Source: an optimization exercise on an open RTL-to-GDS flow (aim: small area and a short achievable clock period). Production flows keep margins and buffers that such runs may drop.
The RTL of this run was laid out without a check of its function.
No activity file was given, so power comes from the tool's default toggle rates.

==> flow/run.sh <==
#!/bin/bash
# Own layout flow: the standard flow (standard.sh, unchanged synthesis), with the
# port buffers that global placement inserts made sky130_fd_sc_hd__buf_1 instead of the
# default delay buffer.  Each tool's output goes to a log file in this folder.
set -euo pipefail
export BUFFER_PORTS_ARGS="-buffer_cell sky130_fd_sc_hd__buf_1"
bash standard.sh > standard.log 2>&1
==> standard.sh <==
#!/bin/bash
# synth_recipe.tcl (not shown) runs the flow's synth.tcl, then flattens the netlist and writes it again
# the make line also repeats each setting of config.mk as NAME=value (left out here)
make -C /OpenROAD-flow-scripts/flow DESIGN_CONFIG=/design/flow/config.mk WORK_HOME=/design/flow/orfs CLKGATE_MAP_FILE= SYNTH_SCRIPT=/design/flow/synth_recipe.tcl "${@:-finish}"
==> config.mk <==
export PLATFORM = sky130hd
export DESIGN_NAME = sad_8_2_arch1
export DESIGN_NICKNAME = sad_8_2_arch1
export VERILOG_FILES = /design/flow/design.v
export SDC_FILE = /design/flow/constraint.sdc
export NUM_CORES = 4
export LEC_CHECK = 0
export CAP_MARGIN = 20
export CORE_MARGIN = 2
export CORE_UTILIZATION = 40
export SETUP_SLACK_MARGIN = 2.0
export SLEW_MARGIN = 20
==> constraint.sdc <==
create_clock -name core_clock -period 6.5 [get_ports {clk}]
set_input_delay 1.3000 -clock core_clock [delete_from_list [all_inputs] [get_ports {clk}]]
set_output_delay 1.3000 -clock core_clock [all_outputs]
set_load 0.01 [all_outputs]
==> design.v <==
module sad_8_2_arch1(clk,reset,org0,org1,org2,org3,org4,org5,org6,org7,
                               ref0,ref1,ref2,ref3,ref4,ref5,ref6,ref7,final_sum);
input          clk,reset;
input   [7:0]  ref0,ref1,ref2,ref3,ref4,ref5,ref6,ref7;
input   [7:0]  org0,org1,org2,org3,org4,org5,org6,org7;
output  [15:0] final_sum;
  wire [7:0] x0; wire B0;
  wire [7:0] p0;
  assign p0 = org0 ^ ref0;
  wire q0_G1, q0_P2;
  assign q0_G1 = (~org0[1] & ref0[1]) | (~p0[1] & (~org0[0] & ref0[0]));
  assign q0_P2 = ~p0[1] & ~p0[0];
  wire q0_G3, q0_P4;
  assign q0_G3 = (~org0[3] & ref0[3]) | (~p0[3] & (~org0[2] & ref0[2]));
  assign q0_P4 = ~p0[3] & ~p0[2];
  wire q0_G5, q0_P6;
  assign q0_G5 = (~org0[5] & ref0[5]) | (~p0[5] & (~org0[4] & ref0[4]));
  assign q0_P6 = ~p0[5] & ~p0[4];
  wire q0_G7, q0_P8;
  assign q0_G7 = (~org0[7] & ref0[7]) | (~p0[7] & (~org0[6] & ref0[6]));
  assign q0_P8 = ~p0[7] & ~p0[6];
  wire q0_G9, q0_P10;
  assign q0_G9 = (~org0[2] & ref0[2]) | (~p0[2] & q0_G1);
  assign q0_P10 = ~p0[2] & q0_P2;
  wire q0_G11, q0_P12;
  assign q0_G11 = q0_G3 | (q0_P4 & q0_G1);
  assign q0_P12 = q0_P4 & q0_P2;
  wire q0_G13, q0_P14;
  assign q0_G13 = (~org0[6] & ref0[6]) | (~p0[6] & q0_G5);
  assign q0_P14 = ~p0[6] & q0_P6;
  wire q0_G15, q0_P16;
  assign q0_G15 = q0_G7 | (q0_P8 & q0_G5);
  assign q0_P16 = q0_P8 & q0_P6;
  wire q0_G17, q0_P18;
  assign q0_G17 = (~org0[4] & ref0[4]) | (~p0[4] & q0_G11);
  assign q0_P18 = ~p0[4] & q0_P12;
  wire q0_G19, q0_P20;
  assign q0_G19 = q0_G5 | (q0_P6 & q0_G11);
  assign q0_P20 = q0_P6 & q0_P12;
  wire q0_G21, q0_P22;
  assign q0_G21 = q0_G13 | (q0_P14 & q0_G11);
  assign q0_P22 = q0_P14 & q0_P12;
  wire q0_G23, q0_P24;
  assign q0_G23 = q0_G15 | (q0_P16 & q0_G11);
  assign q0_P24 = q0_P16 & q0_P12;
  wire [8:0] b0 = {q0_G23, q0_G21, q0_G19, q0_G17, q0_G11, q0_G9, q0_G1, (~org0[0] & ref0[0]), 1'b0};
  assign B0 = b0[8];
  assign x0 = p0 ^ b0[7:0] ^ {8{B0}};
  wire [7:0] x1; wire B1;
  wire [7:0] p1;
  assign p1 = org1 ^ ref1;
  wire q1_G25, q1_P26;
  assign q1_G25 = (~org1[1] & ref1[1]) | (~p1[1] & (~org1[0] & ref1[0]));
  assign q1_P26 = ~p1[1] & ~p1[0];
  wire q1_G27, q1_P28;
  assign q1_G27 = (~org1[3] & ref1[3]) | (~p1[3] & (~org1[2] & ref1[2]));
  assign q1_P28 = ~p1[3] & ~p1[2];
  wire q1_G29, q1_P30;
  assign q1_G29 = (~org1[5] & ref1[5]) | (~p1[5] & (~org1[4] & ref1[4]));
  assign q1_P30 = ~p1[5] & ~p1[4];
  wire q1_G31, q1_P32;
  assign q1_G31 = (~org1[7] & ref1[7]) | (~p1[7] & (~org1[6] & ref1[6]));
  assign q1_P32 = ~p1[7] & ~p1[6];
  wire q1_G33, q1_P34;
  assign q1_G33 = (~org1[2] & ref1[2]) | (~p1[2] & q1_G25);
  assign q1_P34 = ~p1[2] & q1_P26;
  wire q1_G35, q1_P36;
  assign q1_G35 = q1_G27 | (q1_P28 & q1_G25);
  assign q1_P36 = q1_P28 & q1_P26;
  wire q1_G37, q1_P38;
  assign q1_G37 = (~org1[6] & ref1[6]) | (~p1[6] & q1_G29);
  assign q1_P38 = ~p1[6] & q1_P30;
  wire q1_G39, q1_P40;
  assign q1_G39 = q1_G31 | (q1_P32 & q1_G29);
  assign q1_P40 = q1_P32 & q1_P30;
  wire q1_G41, q1_P42;
  assign q1_G41 = (~org1[4] & ref1[4]) | (~p1[4] & q1_G35);
  assign q1_P42 = ~p1[4] & q1_P36;
  wire q1_G43, q1_P44;
  assign q1_G43 = q1_G29 | (q1_P30 & q1_G35);
  assign q1_P44 = q1_P30 & q1_P36;
  wire q1_G45, q1_P46;
  assign q1_G45 = q1_G37 | (q1_P38 & q1_G35);
  assign q1_P46 = q1_P38 & q1_P36;
  wire q1_G47, q1_P48;
  assign q1_G47 = q1_G39 | (q1_P40 & q1_G35);
  assign q1_P48 = q1_P40 & q1_P36;
  wire [8:0] b1 = {q1_G47, q1_G45, q1_G43, q1_G41, q1_G35, q1_G33, q1_G25, (~org1[0] & ref1[0]), 1'b0};
  assign B1 = b1[8];
  assign x1 = p1 ^ b1[7:0] ^ {8{B1}};
  wire [7:0] x2; wire B2;
  wire [7:0] p2;
  assign p2 = org2 ^ ref2;
  wire q2_G49, q2_P50;
  assign q2_G49 = (~org2[1] & ref2[1]) | (~p2[1] & (~org2[0] & ref2[0]));
  assign q2_P50 = ~p2[1] & ~p2[0];
  wire q2_G51, q2_P52;
  assign q2_G51 = (~org2[3] & ref2[3]) | (~p2[3] & (~org2[2] & ref2[2]));
  assign q2_P52 = ~p2[3] & ~p2[2];
  wire q2_G53, q2_P54;
  assign q2_G53 = (~org2[5] & ref2[5]) | (~p2[5] & (~org2[4] & ref2[4]));
  assign q2_P54 = ~p2[5] & ~p2[4];
  wire q2_G55, q2_P56;
  assign q2_G55 = (~org2[7] & ref2[7]) | (~p2[7] & (~org2[6] & ref2[6]));
  assign q2_P56 = ~p2[7] & ~p2[6];
  wire q2_G57, q2_P58;
  assign q2_G57 = (~org2[2] & ref2[2]) | (~p2[2] & q2_G49);
  assign q2_P58 = ~p2[2] & q2_P50;
  wire q2_G59, q2_P60;
  assign q2_G59 = q2_G51 | (q2_P52 & q2_G49);
  assign q2_P60 = q2_P52 & q2_P50;
  wire q2_G61, q2_P62;
  assign q2_G61 = (~org2[6] & ref2[6]) | (~p2[6] & q2_G53);
  assign q2_P62 = ~p2[6] & q2_P54;
  wire q2_G63, q2_P64;
  assign q2_G63 = q2_G55 | (q2_P56 & q2_G53);
  assign q2_P64 = q2_P56 & q2_P54;
  wire q2_G65, q2_P66;
  assign q2_G65 = (~org2[4] & ref2[4]) | (~p2[4] & q2_G59);
  assign q2_P66 = ~p2[4] & q2_P60;
  wire q2_G67, q2_P68;
  assign q2_G67 = q2_G53 | (q2_P54 & q2_G59);
  assign q2_P68 = q2_P54 & q2_P60;
  wire q2_G69, q2_P70;
  assign q2_G69 = q2_G61 | (q2_P62 & q2_G59);
  assign q2_P70 = q2_P62 & q2_P60;
  wire q2_G71, q2_P72;
  assign q2_G71 = q2_G63 | (q2_P64 & q2_G59);
  assign q2_P72 = q2_P64 & q2_P60;
  wire [8:0] b2 = {q2_G71, q2_G69, q2_G67, q2_G65, q2_G59, q2_G57, q2_G49, (~org2[0] & ref2[0]), 1'b0};
  assign B2 = b2[8];
  assign x2 = p2 ^ b2[7:0] ^ {8{B2}};
  wire [7:0] x3; wire B3;
  wire [7:0] p3;
  assign p3 = org3 ^ ref3;
  wire q3_G73, q3_P74;
  assign q3_G73 = (~org3[1] & ref3[1]) | (~p3[1] & (~org3[0] & ref3[0]));
  assign q3_P74 = ~p3[1] & ~p3[0];
  wire q3_G75, q3_P76;
  assign q3_G75 = (~org3[3] & ref3[3]) | (~p3[3] & (~org3[2] & ref3[2]));
  assign q3_P76 = ~p3[3] & ~p3[2];
  wire q3_G77, q3_P78;
  assign q3_G77 = (~org3[5] & ref3[5]) | (~p3[5] & (~org3[4] & ref3[4]));
  assign q3_P78 = ~p3[5] & ~p3[4];
  wire q3_G79, q3_P80;
  assign q3_G79 = (~org3[7] & ref3[7]) | (~p3[7] & (~org3[6] & ref3[6]));
  assign q3_P80 = ~p3[7] & ~p3[6];
  wire q3_G81, q3_P82;
  assign q3_G81 = (~org3[2] & ref3[2]) | (~p3[2] & q3_G73);
  assign q3_P82 = ~p3[2] & q3_P74;
  wire q3_G83, q3_P84;
  assign q3_G83 = q3_G75 | (q3_P76 & q3_G73);
  assign q3_P84 = q3_P76 & q3_P74;
  wire q3_G85, q3_P86;
  assign q3_G85 = (~org3[6] & ref3[6]) | (~p3[6] & q3_G77);
  assign q3_P86 = ~p3[6] & q3_P78;
  wire q3_G87, q3_P88;
  assign q3_G87 = q3_G79 | (q3_P80 & q3_G77);
  assign q3_P88 = q3_P80 & q3_P78;
  wire q3_G89, q3_P90;
  assign q3_G89 = (~org3[4] & ref3[4]) | (~p3[4] & q3_G83);
  assign q3_P90 = ~p3[4] & q3_P84;
  wire q3_G91, q3_P92;
  assign q3_G91 = q3_G77 | (q3_P78 & q3_G83);
  assign q3_P92 = q3_P78 & q3_P84;
  wire q3_G93, q3_P94;
  assign q3_G93 = q3_G85 | (q3_P86 & q3_G83);
  assign q3_P94 = q3_P86 & q3_P84;
  wire q3_G95, q3_P96;
  assign q3_G95 = q3_G87 | (q3_P88 & q3_G83);
  assign q3_P96 = q3_P88 & q3_P84;
  wire [8:0] b3 = {q3_G95, q3_G93, q3_G91, q3_G89, q3_G83, q3_G81, q3_G73, (~org3[0] & ref3[0]), 1'b0};
  assign B3 = b3[8];
  assign x3 = p3 ^ b3[7:0] ^ {8{B3}};
  wire [7:0] x4; wire B4;
  wire [7:0] p4;
  assign p4 = org4 ^ ref4;
  wire q4_G97, q4_P98;
  assign q4_G97 = (~org4[1] & ref4[1]) | (~p4[1] & (~org4[0] & ref4[0]));
  assign q4_P98 = ~p4[1] & ~p4[0];
  wire q4_G99, q4_P100;
  assign q4_G99 = (~org4[3] & ref4[3]) | (~p4[3] & (~org4[2] & ref4[2]));
  assign q4_P100 = ~p4[3] & ~p4[2];
  wire q4_G101, q4_P102;
  assign q4_G101 = (~org4[5] & ref4[5]) | (~p4[5] & (~org4[4] & ref4[4]));
  assign q4_P102 = ~p4[5] & ~p4[4];
  wire q4_G103, q4_P104;
  assign q4_G103 = (~org4[7] & ref4[7]) | (~p4[7] & (~org4[6] & ref4[6]));
  assign q4_P104 = ~p4[7] & ~p4[6];
  wire q4_G105, q4_P106;
  assign q4_G105 = (~org4[2] & ref4[2]) | (~p4[2] & q4_G97);
  assign q4_P106 = ~p4[2] & q4_P98;
  wire q4_G107, q4_P108;
  assign q4_G107 = q4_G99 | (q4_P100 & q4_G97);
  assign q4_P108 = q4_P100 & q4_P98;
  wire q4_G109, q4_P110;
  assign q4_G109 = (~org4[6] & ref4[6]) | (~p4[6] & q4_G101);
  assign q4_P110 = ~p4[6] & q4_P102;
  wire q4_G111, q4_P112;
  assign q4_G111 = q4_G103 | (q4_P104 & q4_G101);
  assign q4_P112 = q4_P104 & q4_P102;
  wire q4_G113, q4_P114;
  assign q4_G113 = (~org4[4] & ref4[4]) | (~p4[4] & q4_G107);
  assign q4_P114 = ~p4[4] & q4_P108;
  wire q4_G115, q4_P116;
  assign q4_G115 = q4_G101 | (q4_P102 & q4_G107);
  assign q4_P116 = q4_P102 & q4_P108;
  wire q4_G117, q4_P118;
  assign q4_G117 = q4_G109 | (q4_P110 & q4_G107);
  assign q4_P118 = q4_P110 & q4_P108;
  wire q4_G119, q4_P120;
  assign q4_G119 = q4_G111 | (q4_P112 & q4_G107);
  assign q4_P120 = q4_P112 & q4_P108;
  wire [8:0] b4 = {q4_G119, q4_G117, q4_G115, q4_G113, q4_G107, q4_G105, q4_G97, (~org4[0] & ref4[0]), 1'b0};
  assign B4 = b4[8];
  assign x4 = p4 ^ b4[7:0] ^ {8{B4}};
  wire [7:0] x5; wire B5;
  wire [7:0] p5;
  assign p5 = org5 ^ ref5;
  wire q5_G121, q5_P122;
  assign q5_G121 = (~org5[1] & ref5[1]) | (~p5[1] & (~org5[0] & ref5[0]));
  assign q5_P122 = ~p5[1] & ~p5[0];
  wire q5_G123, q5_P124;
  assign q5_G123 = (~org5[3] & ref5[3]) | (~p5[3] & (~org5[2] & ref5[2]));
  assign q5_P124 = ~p5[3] & ~p5[2];
  wire q5_G125, q5_P126;
  assign q5_G125 = (~org5[5] & ref5[5]) | (~p5[5] & (~org5[4] & ref5[4]));
  assign q5_P126 = ~p5[5] & ~p5[4];
  wire q5_G127, q5_P128;
  assign q5_G127 = (~org5[7] & ref5[7]) | (~p5[7] & (~org5[6] & ref5[6]));
  assign q5_P128 = ~p5[7] & ~p5[6];
  wire q5_G129, q5_P130;
  assign q5_G129 = (~org5[2] & ref5[2]) | (~p5[2] & q5_G121);
  assign q5_P130 = ~p5[2] & q5_P122;
  wire q5_G131, q5_P132;
  assign q5_G131 = q5_G123 | (q5_P124 & q5_G121);
  assign q5_P132 = q5_P124 & q5_P122;
  wire q5_G133, q5_P134;
  assign q5_G133 = (~org5[6] & ref5[6]) | (~p5[6] & q5_G125);
  assign q5_P134 = ~p5[6] & q5_P126;
  wire q5_G135, q5_P136;
  assign q5_G135 = q5_G127 | (q5_P128 & q5_G125);
  assign q5_P136 = q5_P128 & q5_P126;
  wire q5_G137, q5_P138;
  assign q5_G137 = (~org5[4] & ref5[4]) | (~p5[4] & q5_G131);
  assign q5_P138 = ~p5[4] & q5_P132;
  wire q5_G139, q5_P140;
  assign q5_G139 = q5_G125 | (q5_P126 & q5_G131);
  assign q5_P140 = q5_P126 & q5_P132;
  wire q5_G141, q5_P142;
  assign q5_G141 = q5_G133 | (q5_P134 & q5_G131);
  assign q5_P142 = q5_P134 & q5_P132;
  wire q5_G143, q5_P144;
  assign q5_G143 = q5_G135 | (q5_P136 & q5_G131);
  assign q5_P144 = q5_P136 & q5_P132;
  wire [8:0] b5 = {q5_G143, q5_G141, q5_G139, q5_G137, q5_G131, q5_G129, q5_G121, (~org5[0] & ref5[0]), 1'b0};
  assign B5 = b5[8];
  assign x5 = p5 ^ b5[7:0] ^ {8{B5}};
  wire [7:0] x6; wire B6;
  wire [7:0] p6;
  assign p6 = org6 ^ ref6;
  wire q6_G145, q6_P146;
  assign q6_G145 = (~org6[1] & ref6[1]) | (~p6[1] & (~org6[0] & ref6[0]));
  assign q6_P146 = ~p6[1] & ~p6[0];
  wire q6_G147, q6_P148;
  assign q6_G147 = (~org6[3] & ref6[3]) | (~p6[3] & (~org6[2] & ref6[2]));
  assign q6_P148 = ~p6[3] & ~p6[2];
  wire q6_G149, q6_P150;
  assign q6_G149 = (~org6[5] & ref6[5]) | (~p6[5] & (~org6[4] & ref6[4]));
  assign q6_P150 = ~p6[5] & ~p6[4];
  wire q6_G151, q6_P152;
  assign q6_G151 = (~org6[7] & ref6[7]) | (~p6[7] & (~org6[6] & ref6[6]));
  assign q6_P152 = ~p6[7] & ~p6[6];
  wire q6_G153, q6_P154;
  assign q6_G153 = (~org6[2] & ref6[2]) | (~p6[2] & q6_G145);
  assign q6_P154 = ~p6[2] & q6_P146;
  wire q6_G155, q6_P156;
  assign q6_G155 = q6_G147 | (q6_P148 & q6_G145);
  assign q6_P156 = q6_P148 & q6_P146;
  wire q6_G157, q6_P158;
  assign q6_G157 = (~org6[6] & ref6[6]) | (~p6[6] & q6_G149);
  assign q6_P158 = ~p6[6] & q6_P150;
  wire q6_G159, q6_P160;
  assign q6_G159 = q6_G151 | (q6_P152 & q6_G149);
  assign q6_P160 = q6_P152 & q6_P150;
  wire q6_G161, q6_P162;
  assign q6_G161 = (~org6[4] & ref6[4]) | (~p6[4] & q6_G155);
  assign q6_P162 = ~p6[4] & q6_P156;
  wire q6_G163, q6_P164;
  assign q6_G163 = q6_G149 | (q6_P150 & q6_G155);
  assign q6_P164 = q6_P150 & q6_P156;
  wire q6_G165, q6_P166;
  assign q6_G165 = q6_G157 | (q6_P158 & q6_G155);
  assign q6_P166 = q6_P158 & q6_P156;
  wire q6_G167, q6_P168;
  assign q6_G167 = q6_G159 | (q6_P160 & q6_G155);
  assign q6_P168 = q6_P160 & q6_P156;
  wire [8:0] b6 = {q6_G167, q6_G165, q6_G163, q6_G161, q6_G155, q6_G153, q6_G145, (~org6[0] & ref6[0]), 1'b0};
  assign B6 = b6[8];
  assign x6 = p6 ^ b6[7:0] ^ {8{B6}};
  wire [7:0] x7; wire B7;
  wire [7:0] p7;
  assign p7 = org7 ^ ref7;
  wire q7_G169, q7_P170;
  assign q7_G169 = (~org7[1] & ref7[1]) | (~p7[1] & (~org7[0] & ref7[0]));
  assign q7_P170 = ~p7[1] & ~p7[0];
  wire q7_G171, q7_P172;
  assign q7_G171 = (~org7[3] & ref7[3]) | (~p7[3] & (~org7[2] & ref7[2]));
  assign q7_P172 = ~p7[3] & ~p7[2];
  wire q7_G173, q7_P174;
  assign q7_G173 = (~org7[5] & ref7[5]) | (~p7[5] & (~org7[4] & ref7[4]));
  assign q7_P174 = ~p7[5] & ~p7[4];
  wire q7_G175, q7_P176;
  assign q7_G175 = (~org7[7] & ref7[7]) | (~p7[7] & (~org7[6] & ref7[6]));
  assign q7_P176 = ~p7[7] & ~p7[6];
  wire q7_G177, q7_P178;
  assign q7_G177 = (~org7[2] & ref7[2]) | (~p7[2] & q7_G169);
  assign q7_P178 = ~p7[2] & q7_P170;
  wire q7_G179, q7_P180;
  assign q7_G179 = q7_G171 | (q7_P172 & q7_G169);
  assign q7_P180 = q7_P172 & q7_P170;
  wire q7_G181, q7_P182;
  assign q7_G181 = (~org7[6] & ref7[6]) | (~p7[6] & q7_G173);
  assign q7_P182 = ~p7[6] & q7_P174;
  wire q7_G183, q7_P184;
  assign q7_G183 = q7_G175 | (q7_P176 & q7_G173);
  assign q7_P184 = q7_P176 & q7_P174;
  wire q7_G185, q7_P186;
  assign q7_G185 = (~org7[4] & ref7[4]) | (~p7[4] & q7_G179);
  assign q7_P186 = ~p7[4] & q7_P180;
  wire q7_G187, q7_P188;
  assign q7_G187 = q7_G173 | (q7_P174 & q7_G179);
  assign q7_P188 = q7_P174 & q7_P180;
  wire q7_G189, q7_P190;
  assign q7_G189 = q7_G181 | (q7_P182 & q7_G179);
  assign q7_P190 = q7_P182 & q7_P180;
  wire q7_G191, q7_P192;
  assign q7_G191 = q7_G183 | (q7_P184 & q7_G179);
  assign q7_P192 = q7_P184 & q7_P180;
  wire [8:0] b7 = {q7_G191, q7_G189, q7_G187, q7_G185, q7_G179, q7_G177, q7_G169, (~org7[0] & ref7[0]), 1'b0};
  assign B7 = b7[8];
  assign x7 = p7 ^ b7[7:0] ^ {8{B7}};
  wire as193, ac194;
  assign as193 = B0 ^ B1 ^ B2;
  assign ac194 = (B0 & B1) | (B2 & (B0 ^ B1));
  wire as195, ac196;
  assign as195 = B3 ^ B4;
  assign ac196 = B3 & B4;
  wire as197, ac198;
  assign as197 = B5 ^ B6 ^ B7;
  assign ac198 = (B5 & B6) | (B7 & (B5 ^ B6));
  wire as199, ac200;
  assign as199 = x0[0] ^ x1[0] ^ x2[0];
  assign ac200 = (x0[0] & x1[0]) | (x2[0] & (x0[0] ^ x1[0]));
  wire as201, ac202;
  assign as201 = ac196 ^ x0[1] ^ x1[1];
  assign ac202 = (ac196 & x0[1]) | (x1[1] & (ac196 ^ x0[1]));
  wire as203, ac204;
  assign as203 = x2[1] ^ x3[1];
  assign ac204 = x2[1] & x3[1];
  wire as205, ac206;
  assign as205 = x0[2] ^ x1[2];
  assign ac206 = x0[2] & x1[2];
  wire as207, ac208;
  assign as207 = x3[0] ^ x4[0] ^ x5[0];
  assign ac208 = (x3[0] & x4[0]) | (x5[0] & (x3[0] ^ x4[0]));
  wire as209, ac210;
  assign as209 = x6[0] ^ x7[0];
  assign ac210 = x6[0] & x7[0];
  wire as211, ac212;
  assign as211 = x4[1] ^ x5[1] ^ x6[1];
  assign ac212 = (x4[1] & x5[1]) | (x6[1] & (x4[1] ^ x5[1]));
  wire as213, ac214;
  assign as213 = x7[1] ^ ac194 ^ ac198;
  assign ac214 = (x7[1] & ac194) | (ac198 & (x7[1] ^ ac194));
  wire as215, ac216;
  assign as215 = as203 ^ ac200;
  assign ac216 = as203 & ac200;
  wire as217, ac218;
  assign as217 = x2[2] ^ x3[2] ^ x4[2];
  assign ac218 = (x2[2] & x3[2]) | (x4[2] & (x2[2] ^ x3[2]));
  wire as219, ac220;
  assign as219 = x5[2] ^ x6[2] ^ x7[2];
  assign ac220 = (x5[2] & x6[2]) | (x7[2] & (x5[2] ^ x6[2]));
  wire as221, ac222;
  assign as221 = ac204 ^ as205 ^ ac202;
  assign ac222 = (ac204 & as205) | (ac202 & (ac204 ^ as205));
  wire as223, ac224;
  assign as223 = x0[3] ^ x1[3] ^ x2[3];
  assign ac224 = (x0[3] & x1[3]) | (x2[3] & (x0[3] ^ x1[3]));
  wire as225, ac226;
  assign as225 = x3[3] ^ x4[3] ^ x5[3];
  assign ac226 = (x3[3] & x4[3]) | (x5[3] & (x3[3] ^ x4[3]));
  wire as227, ac228;
  assign as227 = x6[3] ^ x7[3] ^ ac206;
  assign ac228 = (x6[3] & x7[3]) | (ac206 & (x6[3] ^ x7[3]));
  wire as229, ac230;
  assign as229 = x0[4] ^ x1[4] ^ x2[4];
  assign ac230 = (x0[4] & x1[4]) | (x2[4] & (x0[4] ^ x1[4]));
  wire as231, ac232;
  assign as231 = x3[4] ^ x4[4] ^ x5[4];
  assign ac232 = (x3[4] & x4[4]) | (x5[4] & (x3[4] ^ x4[4]));
  wire as233, ac234;
  assign as233 = x6[4] ^ x7[4];
  assign ac234 = x6[4] & x7[4];
  wire as235, ac236;
  assign as235 = x0[5] ^ x1[5] ^ x2[5];
  assign ac236 = (x0[5] & x1[5]) | (x2[5] & (x0[5] ^ x1[5]));
  wire as237, ac238;
  assign as237 = x3[5] ^ x4[5] ^ x5[5];
  assign ac238 = (x3[5] & x4[5]) | (x5[5] & (x3[5] ^ x4[5]));
  wire as239, ac240;
  assign as239 = x6[5] ^ x7[5];
  assign ac240 = x6[5] & x7[5];
  wire as241, ac242;
  assign as241 = x0[6] ^ x1[6] ^ x2[6];
  assign ac242 = (x0[6] & x1[6]) | (x2[6] & (x0[6] ^ x1[6]));
  wire as243, ac244;
  assign as243 = x3[6] ^ x4[6] ^ x5[6];
  assign ac244 = (x3[6] & x4[6]) | (x5[6] & (x3[6] ^ x4[6]));
  wire as245, ac246;
  assign as245 = x6[6] ^ x7[6];
  assign ac246 = x6[6] & x7[6];
  wire as247, ac248;
  assign as247 = x0[7] ^ x1[7] ^ x2[7];
  assign ac248 = (x0[7] & x1[7]) | (x2[7] & (x0[7] ^ x1[7]));
  wire as249, ac250;
  assign as249 = x3[7] ^ x4[7] ^ x5[7];
  assign ac250 = (x3[7] & x4[7]) | (x5[7] & (x3[7] ^ x4[7]));
  wire as251, ac252;
  assign as251 = x6[7] ^ x7[7];
  assign ac252 = x6[7] & x7[7];
  wire as253, ac254;
  assign as253 = as195 ^ as209 ^ as193;
  assign ac254 = (as195 & as209) | (as193 & (as195 ^ as209));
  wire as255, ac256;
  assign as255 = ac210 ^ ac208 ^ as201;
  assign ac256 = (ac210 & ac208) | (as201 & (ac210 ^ ac208));
  wire as257, ac258;
  assign as257 = as211 ^ as215;
  assign ac258 = as211 & as215;
  wire as259, ac260;
  assign as259 = ac212 ^ as217 ^ as219;
  assign ac260 = (ac212 & as217) | (as219 & (ac212 ^ as217));
  wire as261, ac262;
  assign as261 = ac216 ^ ac214 ^ as221;
  assign ac262 = (ac216 & ac214) | (as221 & (ac216 ^ ac214));
  wire as263, ac264;
  assign as263 = ac218 ^ ac220 ^ as223;
  assign ac264 = (ac218 & ac220) | (as223 & (ac218 ^ ac220));
  wire as265, ac266;
  assign as265 = as225 ^ as227 ^ ac222;
  assign ac266 = (as225 & as227) | (ac222 & (as225 ^ as227));
  wire as267, ac268;
  assign as267 = as233 ^ ac224 ^ ac226;
  assign ac268 = (as233 & ac224) | (ac226 & (as233 ^ ac224));
  wire as269, ac270;
  assign as269 = as229 ^ as231 ^ ac228;
  assign ac270 = (as229 & as231) | (ac228 & (as229 ^ as231));
  wire as271, ac272;
  assign as271 = ac234 ^ as239 ^ ac230;
  assign ac272 = (ac234 & as239) | (ac230 & (ac234 ^ as239));
  wire as273, ac274;
  assign as273 = ac232 ^ as235 ^ as237;
  assign ac274 = (ac232 & as235) | (as237 & (ac232 ^ as235));
  wire as275, ac276;
  assign as275 = ac240 ^ as245 ^ ac236;
  assign ac276 = (ac240 & as245) | (ac236 & (ac240 ^ as245));
  wire as277, ac278;
  assign as277 = ac238 ^ as241 ^ as243;
  assign ac278 = (ac238 & as241) | (as243 & (ac238 ^ as241));
  wire as279, ac280;
  assign as279 = ac246 ^ as251 ^ ac242;
  assign ac280 = (ac246 & as251) | (ac242 & (ac246 ^ as251));
  wire as281, ac282;
  assign as281 = ac244 ^ as247 ^ as249;
  assign ac282 = (ac244 & as247) | (as249 & (ac244 ^ as247));
  wire as283, ac284;
  assign as283 = ac252 ^ ac248;
  assign ac284 = ac252 & ac248;
  wire as285, ac286;
  assign as285 = as197 ^ as199;
  assign ac286 = as197 & as199;
  wire as287, ac288;
  assign as287 = ac254 ^ as213 ^ as257;
  assign ac288 = (ac254 & as213) | (as257 & (ac254 ^ as213));
  wire as289, ac290;
  assign as289 = ac258 ^ ac256 ^ as259;
  assign ac290 = (ac258 & ac256) | (as259 & (ac258 ^ ac256));
  wire as291, ac292;
  assign as291 = ac260 ^ as263 ^ ac262;
  assign ac292 = (ac260 & as263) | (ac262 & (ac260 ^ as263));
  wire as293, ac294;
  assign as293 = as267 ^ ac264 ^ as269;
  assign ac294 = (as267 & ac264) | (as269 & (as267 ^ ac264));
  wire as295, ac296;
  assign as295 = ac268 ^ as271 ^ as273;
  assign ac296 = (ac268 & as271) | (as273 & (ac268 ^ as271));
  wire as297, ac298;
  assign as297 = ac272 ^ as275 ^ ac274;
  assign ac298 = (ac272 & as275) | (ac274 & (ac272 ^ as275));
  wire as299, ac300;
  assign as299 = ac276 ^ as279 ^ ac278;
  assign ac300 = (ac276 & as279) | (ac278 & (ac276 ^ as279));
  wire as301, ac302;
  assign as301 = ac250 ^ as283 ^ ac280;
  assign ac302 = (ac250 & as283) | (ac280 & (ac250 ^ as283));
  reg p0_0, p0_1, p0_2, p1_0, p1_1, p1_2, p2_0, p2_1, p2_2, p3_0, p3_1, p3_2, p4_0, p4_1, p4_2, p5_0, p5_1, p5_2, p6_0, p6_1, p6_2, p7_0, p7_1, p7_2, p8_0, p8_1, p8_2, p9_0, p9_1;
  reg reset_l;
  always @(posedge clk) begin
    p0_0 <= as285;
    p0_1 <= as207;
    p0_2 <= as253;
    p1_0 <= ac286;
    p1_1 <= as287;
    p1_2 <= as255;
    p2_0 <= ac288;
    p2_1 <= as289;
    p2_2 <= as261;
    p3_0 <= ac290;
    p3_1 <= as291;
    p3_2 <= as265;
    p4_0 <= ac292;
    p4_1 <= as293;
    p4_2 <= ac266;
    p5_0 <= ac294;
    p5_1 <= as295;
    p5_2 <= ac270;
    p6_0 <= ac296;
    p6_1 <= as297;
    p6_2 <= as277;
    p7_0 <= ac298;
    p7_1 <= as299;
    p7_2 <= as281;
    p8_0 <= ac300;
    p8_1 <= as301;
    p8_2 <= ac282;
    p9_0 <= ac302;
    p9_1 <= ac284;
    reset_l <= reset;
  end
  reg [15:0] sum_reg;
  wire bs303, bc304;
  assign bs303 = p0_0 ^ p0_1;
  assign bc304 = p0_0 & p0_1;
  wire bs305, bc306;
  assign bs305 = p1_0 ^ p1_1 ^ p1_2;
  assign bc306 = (p1_0 & p1_1) | (p1_2 & (p1_0 ^ p1_1));
  wire bs307, bc308;
  assign bs307 = p2_0 ^ p2_1 ^ p2_2;
  assign bc308 = (p2_0 & p2_1) | (p2_2 & (p2_0 ^ p2_1));
  wire bs309, bc310;
  assign bs309 = p3_0 ^ p3_1 ^ p3_2;
  assign bc310 = (p3_0 & p3_1) | (p3_2 & (p3_0 ^ p3_1));
  wire bs311, bc312;
  assign bs311 = p4_0 ^ p4_1 ^ p4_2;
  assign bc312 = (p4_0 & p4_1) | (p4_2 & (p4_0 ^ p4_1));
  wire bs313, bc314;
  assign bs313 = p5_0 ^ p5_1 ^ p5_2;
  assign bc314 = (p5_0 & p5_1) | (p5_2 & (p5_0 ^ p5_1));
  wire bs315, bc316;
  assign bs315 = p6_0 ^ p6_1 ^ p6_2;
  assign bc316 = (p6_0 & p6_1) | (p6_2 & (p6_0 ^ p6_1));
  wire bs317, bc318;
  assign bs317 = p7_0 ^ p7_1 ^ p7_2;
  assign bc318 = (p7_0 & p7_1) | (p7_2 & (p7_0 ^ p7_1));
  wire bs319, bc320;
  assign bs319 = p8_0 ^ p8_1 ^ p8_2;
  assign bc320 = (p8_0 & p8_1) | (p8_2 & (p8_0 ^ p8_1));
  wire bs321, bc322;
  assign bs321 = p9_0 ^ p9_1;
  assign bc322 = p9_0 & p9_1;
  wire bs323, bc324;
  assign bs323 = p0_2 ^ sum_reg[0];
  assign bc324 = p0_2 & sum_reg[0];
  wire bs325, bc326;
  assign bs325 = sum_reg[1] ^ bc304 ^ bs305;
  assign bc326 = (sum_reg[1] & bc304) | (bs305 & (sum_reg[1] ^ bc304));
  wire bs327, bc328;
  assign bs327 = sum_reg[2] ^ bc306 ^ bs307;
  assign bc328 = (sum_reg[2] & bc306) | (bs307 & (sum_reg[2] ^ bc306));
  wire bs329, bc330;
  assign bs329 = sum_reg[3] ^ bc308 ^ bs309;
  assign bc330 = (sum_reg[3] & bc308) | (bs309 & (sum_reg[3] ^ bc308));
  wire bs331, bc332;
  assign bs331 = sum_reg[4] ^ bc310 ^ bs311;
  assign bc332 = (sum_reg[4] & bc310) | (bs311 & (sum_reg[4] ^ bc310));
  wire bs333, bc334;
  assign bs333 = sum_reg[5] ^ bc312 ^ bs313;
  assign bc334 = (sum_reg[5] & bc312) | (bs313 & (sum_reg[5] ^ bc312));
  wire bs335, bc336;
  assign bs335 = sum_reg[6] ^ bc314 ^ bs315;
  assign bc336 = (sum_reg[6] & bc314) | (bs315 & (sum_reg[6] ^ bc314));
  wire bs337, bc338;
  assign bs337 = sum_reg[7] ^ bc316 ^ bs317;
  assign bc338 = (sum_reg[7] & bc316) | (bs317 & (sum_reg[7] ^ bc316));
  wire bs339, bc340;
  assign bs339 = sum_reg[8] ^ bc318 ^ bs319;
  assign bc340 = (sum_reg[8] & bc318) | (bs319 & (sum_reg[8] ^ bc318));
  wire bs341, bc342;
  assign bs341 = sum_reg[9] ^ bs321 ^ bc320;
  assign bc342 = (sum_reg[9] & bs321) | (bc320 & (sum_reg[9] ^ bs321));
  wire bs343, bc344;
  assign bs343 = sum_reg[10] ^ bc322;
  assign bc344 = sum_reg[10] & bc322;
  wire [15:0] ra = {1'b0, sum_reg[14], sum_reg[13], sum_reg[12], bc344, bc342, bc340, bc338, bc336, bc334, bc332, bc330, bc328, bc326, bc324, bs323};
  wire [15:0] rb = {1'b0, 1'b0, 1'b0, 1'b0, sum_reg[11], bs343, bs341, bs339, bs337, bs335, bs333, bs331, bs329, bs327, bs325, bs303};
  wire [15:0] nsum;
  wire k0;
  assign {k0, nsum[3:0]} = {1'b0, ra[3:0]} + {1'b0, rb[3:0]};
  wire [3:0] s0_1, s1_1; wire c0_1, c1_1, k1;
  assign {c0_1, s0_1} = {1'b0, ra[7:4]} + {1'b0, rb[7:4]};
  assign {c1_1, s1_1} = {1'b0, ra[7:4]} + {1'b0, rb[7:4]} + 1'b1;
  assign nsum[7:4] = k0 ? s1_1 : s0_1;
  assign k1 = k0 ? c1_1 : c0_1;
  wire [3:0] s0_2, s1_2; wire c0_2, c1_2, k2;
  assign {c0_2, s0_2} = {1'b0, ra[11:8]} + {1'b0, rb[11:8]};
  assign {c1_2, s1_2} = {1'b0, ra[11:8]} + {1'b0, rb[11:8]} + 1'b1;
  assign nsum[11:8] = k1 ? s1_2 : s0_2;
  assign k2 = k1 ? c1_2 : c0_2;
  wire [3:0] s0_3, s1_3; wire c0_3, c1_3, k3;
  assign {c0_3, s0_3} = {1'b0, ra[15:12]} + {1'b0, rb[15:12]};
  assign {c1_3, s1_3} = {1'b0, ra[15:12]} + {1'b0, rb[15:12]} + 1'b1;
  assign nsum[15:12] = k2 ? s1_3 : s0_3;
  assign k3 = k2 ? c1_3 : c0_3;
  always @(posedge clk)
    if (reset_l) sum_reg <= 16'd0;
    else         sum_reg <= nsum;
  assign final_sum = sum_reg;
endmodule
==> summary.md <==
| Metric | Value |
|---|---|
| Status | no timing/DRC/antenna violations |
| Yosys warnings | 1 |
| Type of element capturing the critical path | flop |
| Vias in the first global route | slightly below 5000 |
| TritonRoute pass-1 iters | 4 |
| Placer Congestion | approximately 0.91 |
| Setup violators final | 0 |
| CTS tree | yes |
| Yosys top cell by area | fa_1 |
| WP data required | about 6.7 ns |
| PwrDens | 499 mW/mm2 |
| Setup WS post-layout | approximately 2 ns |
| Iter 0 DRT Violations | between 150 and 200 |
| Total track usage | 16.1% |
| CTS Buffer Depth | 2 |
| Post-layout power | about 4.0 mW |
| Number of flops mapped to enable cells by yosys | 0 |
| WP data arrival | between 4 and 5 ns |
| Port bufs | roughly 150 |
| Number of placed I/O pins | roughly 150 |
| Rel. slew slack | approximately three fifths |
| Final period util | between 60 and 70% |
| Max reg flops | 16 |
| Residual DRC | 0 |
| Fin util | between 50% and 60% |
| Final hold slack | about 0.52 ns |
| Post-CTS Hold Fix Bufs | 0 |
| Cell mode on critical path | fa_1 |
| DR vias | roughly 4800 |
| Post-route cell area | between 0.007 and 0.008 mm2 |
| Starting Density | 40.9% |
| Fraction of registers with async set/reset | 0% |
| Hold/Removal Path Class | flop to flop |
| Layout cell share with drive strength beyond 1 | around 11% |
| Pins Over Slew Limit | 0 |
| GR Overflow Total | 0 |
| Synth unique cells | 53 |
| Clk pin slew, worst setup/hold paths | 0.06 ns |
| Critical path class | input pin to flop |
| Clk sinks | between 40 and 50 |
| Largest net degree at the start of global routing | 17 |
| Final Non-Filler Cells | 1077 |
| Crit Path Max Fanout | 7 |
| CTS HTree Levels | 2 |
| Worst slew pin tran | 0.606 ns |
| Final nets | 1164 |
| Die ar. | between 0.015 and 0.02 mm2 |
| Post-Place Cell Area | 0.00731 mm2 |
| FMAX | between 0.2 and 0.25 GHz |
| CP startpoint kind | input pin |
| Die H | approximately 130 um |
| Mapped Avg Cell Area | 9.51 um2 |
| Wirelength per Cell | 12.5 um |
| Initial antenna violation count | 0 |
| Setup repair after global routing missed its margin | true |
| Via density | about 4.4 |
| Post-synth top area share | 26.5% |
| Root buffer cell | clkbuf_16 |
| Skew final | ~0.0054 ns |
| Crit-path cells | buf_1, inv_1, ha_1, inv_1, fa_1, nor2b_1, o21a_1, o21a_1, o21ai_1, nand2b_2, a31oi_4, xor2_1, fa_1, fa_1, fa_1, inv_1 |
| # diodes | 0 |
| Max stage delay cell, worst path | fa_1 |
| Area delta synth->final | 23.0% |
| Post-Syn Area | ~0.0065 mm2 |
| Syn Inst Count | roughly 680 |
| Post-route minimum period | 4.49 ns |
| DP Cell Count | 1038 |
| Setup TNS | 0 ns |
| Endpoints failing hold | 0 |
| Clock latency on the worst-skew pair | about 0.28 ns |
| Routed WL | between 10000 and 15000 um |
| Dpl hpwl | 11900 um |
| CTS buffer count | 5 |
| Die width | about 130 um |
| Top_reg_cell synth | dfxtp_1 |
| Core area | 0.0159 mm2 |
| Crit-path max cell delay | between 0.5 and 0.6 ns |
| Site Rows | 46 |
| Post-synthesis sequential area ratio | roughly 14% |
| First-pass GRT wire length | roughly 23000 um |
| #FFs+latches synth | 46 |
| Top cells by area, synth | fa_1, ha_1, dfxtp_1 |
| Place WS | around 1.6 ns |
| Routed Antenna Nets | 0 |
| Synth Net Count | approximately 990 |
| Pleak | about 3.9 nW |
| Max-Cap Viols | 0 |
| Peak supply drop | 0.000324 V |
[cell usage after synthesis, types with 13 or more instances]
master	count
xnor2_1	64
nor2b_1	19
dfxtp_1	46
nor2_1	24
o21a_1	13
mux2i_1	15
ha_1	88
inv_1	182
fa_1	86
xor2_1	24
a21oi_1	25
[power breakdown]
part	switching, mW	internal (mW)
clock network	0.0984	0.174
registers	0.0542	0.456
logic	1.73	1.48
total	1.88	2.11
[per-layer routing]
metal  track usage [%]  up-vias  routed length (um)
met2              29.0       97                6580
met4              2.29        0                 147
met5                 0        -                   0
met1              21.1     2209                6100
met3              2.01       11                 602
li1                  -     2468                   -
[final timing paths]
check,to,from,slack [ns],cells after the start
hold reg to reg,sum_reg[15],sum_reg[13],0.52,1
hold / removal,sum_reg[15],sum_reg[13],0.52,1
setup reg to reg,sum_reg[13],p4_0,2.80,13
setup / recovery,p4_1,org5[0],2.01,16
[layout by cell type, fill, tap and decap left out, types with 3 or more instances in the layout]
master     netlist  layout
a21o_1           9       9
a21oi_1         25      23
a21oi_2          2       4
a31o_4           0       3
a31oi_4          2       3
and3_1           3       3
buf_1            1     145
buf_4            0      28
clkbuf_16        0       5
clkbuf_8         0       3
dfxtp_1         46      46
fa_1            86      75
fa_2             0      11
ha_1            88      81
ha_2             0       5
inv_1          182     180
mux2i_1         15      15
nand2_1          8       8
nand2b_1         9       8
nand3_1          4       4
nor2_1          24      24
nor2b_1         19      17
nor3_1           3       3
o21a_1          13      13
o21ai_1          6       6
or3_1            3       3
xnor2_1         64      55
xnor2_2          0       8
xor2_1          24      22
xor2_2           1       3
[cell families after synthesis]
group | synth area share (%)
adder cells (fa/ha/maj) | 43.5
AO/OA/AOI/OAI | 9.33
buffers and inverters | 10.9
XOR/XNOR | 12.1
multiplexers | 2.31
flip-flops | 14.2
AND/OR/NAND/NOR | 7.67
[critical path, delay by kind of cell]
kind	cells	cell delay [ns]
buf+inv	4	0.20
fa+ha+maj	5	1.84
xor+xnor	1	0.32
simple gates	2	0.21
compound gates	4	0.80
[layout make-up]
cell class                      instances  area, um2
Multi-Input combinational cell        449       5150
Timing Repair Buffer                  176        797
Sequential cell                        46        921
Inverter                              182        683
Tap cell                              216        270
Clock buffer                            8        166
Fill cell                            1531       7900
[timing repair]
action / in CTS / in global routing
buffers inserted: 7 / 24
endpoints found under the setup margin: 6 / 15
pin swaps: 4 / 26
gates resized for setup: 9 / 41

## re-timing with driven ports
The flow's constraints put no driver on any port. The routed layout listed below was extracted and timed again, unchanged, in two steps.
Step 1 (the two cells are an assumption about what drives the block):
set clk [get_ports {clk}]
set_driving_cell -lib_cell sky130_fd_sc_hd__clkbuf_16 $clk
set_driving_cell -lib_cell sky130_fd_sc_hd__buf_2 [delete_from_list [all_inputs] $clk]
Step 2 adds t to the input delays and takes it off the output delays; t is the mean of the earliest and latest rising clock arrival at the registers after step 1. Input paths then give back, and output paths get back, about the clock's delay inside the block.
Three values: ideal ports, drivers, drivers and shift; two values: the first two.
shift t [ns]: 0.311
setup slack, ns: 2.010 / 2.017 / 1.705
hold WS [ns]: 0.521 / 0.521 / 0.521
worst register clock-pin slew, ns: 0.06 / 0.06
After both steps setup and hold are still met in this run. The setup slack of this run moves by +0.007 ns with the drivers and by -0.305 ns with both steps.
